This design comes from an exercise in tuning for small area, a short achievable clock period and few clock cycles on the open sky130 flow, not from production work. The RTL was checked by simulation tests, not by an equivalence proof against the original design.

== tundra ==
Design seq_multi, start of the top module:
module seq_multi #(
    parameter WIDTH = 32
)
(
    input wire logic clk,
    input wire logic rst,
    input wire logic start,
    input wire logic [WIDTH - 1:0] multiplier,
    input wire logic [WIDTH - 1:0] multiplicand,
    output logic busy,
    output logic [(WIDTH * 2) - 1:0] product
);
Size: roughly 3000 cells after synthesis, roughly 180 flip-flops.
==> flow/config.mk <==
export PLATFORM = sky130hd
export DESIGN_NAME = seq_multi
export DESIGN_NICKNAME = seq_multi
export VERILOG_FILES = /design/flow/design.v
export SDC_FILE = /design/flow/constraint.sdc
export NUM_CORES = 4
export LEC_CHECK = 0
export ABC_AREA = 1
export CAP_MARGIN = 20
export CORE_MARGIN = 2
export CORE_UTILIZATION = 55
export SETUP_SLACK_MARGIN = 0.5
export SLEW_MARGIN = 20
==> flow/constraint.sdc <==
create_clock -name core_clock -period 5.0 [get_ports {clk}]
set_input_delay 1.0000 -clock core_clock [delete_from_list [all_inputs] [get_ports {clk}]]
set_output_delay 1.0000 -clock core_clock [all_outputs]
set_load 0.01 [all_outputs]
standard.sh (not shown) runs the stock make flow with config.mk's settings and CLKGATE_MAP_FILE= SYNTH_SCRIPT=/design/flow/synth_recipe.tcl, a recipe that flattens the netlist after the stock synthesis.
==> flow/flow/run.sh <==
#!/bin/bash
# The standard layout, with the port buffers made of buf_1 cells instead of the
# delay-buffer cells buffer_ports picks by default.
set -euo pipefail
export BUFFER_PORTS_ARGS="-buffer_cell sky130_fd_sc_hd__buf_1"
bash standard.sh finish > standard.log 2>&1
tundra completed end to end with timing, DRC and antenna clean.
Testbench counts of tundra, summed over its fixed seeds: cycles 907.
Changes in nickel relative to tundra:
Settings: a deleted ABC_AREA that had been 1; a change of CORE_UTILIZATION from 55 to 50.
Results
nickel completed every stage of the flow, and the final layout passed the timing, DRC and antenna checks.
tundra reached the end of the flow, and the finished layout is clean on the timing, DRC and antenna checks.
tundra vs nickel, start-to-end type of the worst setup path: input pin to register vs register to output port
Of nickel and tundra, it is nickel that has the lower utilization.
Compared with tundra, nickel shows global router's overall resource usage lower by 2.3 points.

Starting RTL as in the previous note.
Design seq_multi, start of the top module:
module seq_multi #(
    parameter WIDTH = 32
)
(
    input wire logic clk,
    input wire logic rst,
    input wire logic start,
    input wire logic [WIDTH - 1:0] multiplier,
    input wire logic [WIDTH - 1:0] multiplicand,
    output logic busy,
    output logic [(WIDTH * 2) - 1:0] product
);
    logic [63:0] s, c;         
    logic [31:0] m;            
    logic [31:17] q;           
    logic n8;                  
    logic bm, bq, bx, bd;
    wire accept = start & ~busy;
    wire need_b = |multiplier[31:17];
    wire [63:0] psum;
    assign product = psum;
    wire [31:0] ms = bm ? m : multiplicand;
    wire [32:0] qa = {multiplier, 1'b0};     
    wire ng0 = ~bq & (qa[2]);
    wire on0 = ~bq & (qa[1] ^ qa[0]);
    wire tw0 = ~bq & ((qa[2] & ~qa[1] & ~qa[0]) | (~qa[2] & qa[1] & qa[0]));
    wire ng1 = bq ? (q[19]) : (qa[4]);
    wire on1 = bq ? (q[18] ^ q[17]) : (qa[3] ^ qa[2]);
    wire tw1 = bq ? ((q[19] & ~q[18] & ~q[17]) | (~q[19] & q[18] & q[17])) : ((qa[4] & ~qa[3] & ~qa[2]) | (~qa[4] & qa[3] & qa[2]));
    wire ng2 = bq ? (q[21]) : (qa[6]);
    wire on2 = bq ? (q[20] ^ q[19]) : (qa[5] ^ qa[4]);
    wire tw2 = bq ? ((q[21] & ~q[20] & ~q[19]) | (~q[21] & q[20] & q[19])) : ((qa[6] & ~qa[5] & ~qa[4]) | (~qa[6] & qa[5] & qa[4]));
    wire ng3 = bq ? (q[23]) : (qa[8]);
  ...
Settings: LEC_CHECK=0, CAP_MARGIN=20, CORE_MARGIN=2, CORE_UTILIZATION=55, GPL_TIMING_DRIVEN=0, SETUP_SLACK_MARGIN=0.5, SLEW_MARGIN=20; clock period 5.0 ns.
Scripts as last shown in full above: flow/flow/run.sh
Testbench counts at the start, summed over its fixed seeds: cycles 907.
Rerun with:
--- a/flow/config.mk
+++ b/flow/config.mk
@@ -8 +8 @@
-export CAP_MARGIN = 20
+export CAP_MARGIN = 5
@@ -11 +10,0 @@
-export GPL_TIMING_DRIVEN = 0
@@ -13 +12 @@
-export SLEW_MARGIN = 20
+export SLEW_MARGIN = 5
=> The changed run produced a clean layout. Cell area shrinks by a few percent. Hold slack gets worse by 0.0063 ns. Non-clock buffer count shrinks by 157.
Rerun with:
--- a/flow/config.mk
+++ b/flow/config.mk
@@ -8 +8 @@
-export CAP_MARGIN = 5
+export CAP_MARGIN = 20
@@ -12 +12 @@
-export SLEW_MARGIN = 5
+export SLEW_MARGIN = 20
The changed run finished with timing, DRC and antenna clean.
Wire length is unchanged.
Non-clock buffer count stays the same.
Count of clock-buffer cells in the layout stays the same.
Final area does not change.
Die area is unchanged.
Setup slack does not change.
Via count does not change.
Fmax stays the same.
Sequential cell count does not change.
Core utilization stays the same.
Rerun with:
--- a/flow/config.mk
+++ b/flow/config.mk
@@ -12,0 +13 @@
+export TNS_END_PERCENT = 20
The new run ran to the end with no violations.
Sequential cell count does not change.
Wire length came out lower by 0.67%.
Hold slack got worse by 0.010 ns.
Fmax decreases by 2.4%.
Area after synthesis is unchanged.
First-iteration DRC count climbs by 9.4%.

[re-timing with driven ports]
Ports are ideal in the flow. The routed layouts listed here were re-timed in OpenROAD. Step 1, drivers: a clkbuf_16 drives clk and a buf_2 each remaining input, both assumed. Step 2 adds t to the input delays and takes it off the output delays; t is the mean of the earliest and latest rising clock arrival at the registers after step 1. Input paths then give back, and output paths get back, about the clock's delay inside the block. Three values: ideal, step 1, step 2; two values: the first two.
run | t (ns) | setup WS [ns] | worst setup path after step 2 | slew at the worst register clock pin (ns) | worst data-port slew with drivers (ns)
tundra | 0.546 | 0.513 / 0.516 / 0.007 | input to register | 0.09 / 0.09 | 0.05
nickel | 0.556 | 0.473 / 0.415 / 0.019 | input to register | 0.09 / 0.09 | 0.06
the first run of note 2 | 0.559 | 0.370 / 0.310 / -0.043 | input to register | 0.09 / 0.09 | 0.05
the second run of note 2 | 0.551 | 0.497 / 0.437 / 0.104 | input to register | 0.08 / 0.08 | 0.05
the third run of note 2 | 0.551 | 0.497 / 0.437 / 0.104 | input to register | 0.08 / 0.08 | 0.05
the fourth run of note 2 | 0.562 | 0.388 / 0.329 / -0.030 | input to register | 0.09 / 0.09 | 0.05
Met with ideal ports but missed after step 2: setup timing in the first run of note 2 and the fourth run of note 2. The setup slack of tundra, which loses most, moves by +0.003 ns with the drivers and by -0.506 ns with both steps.
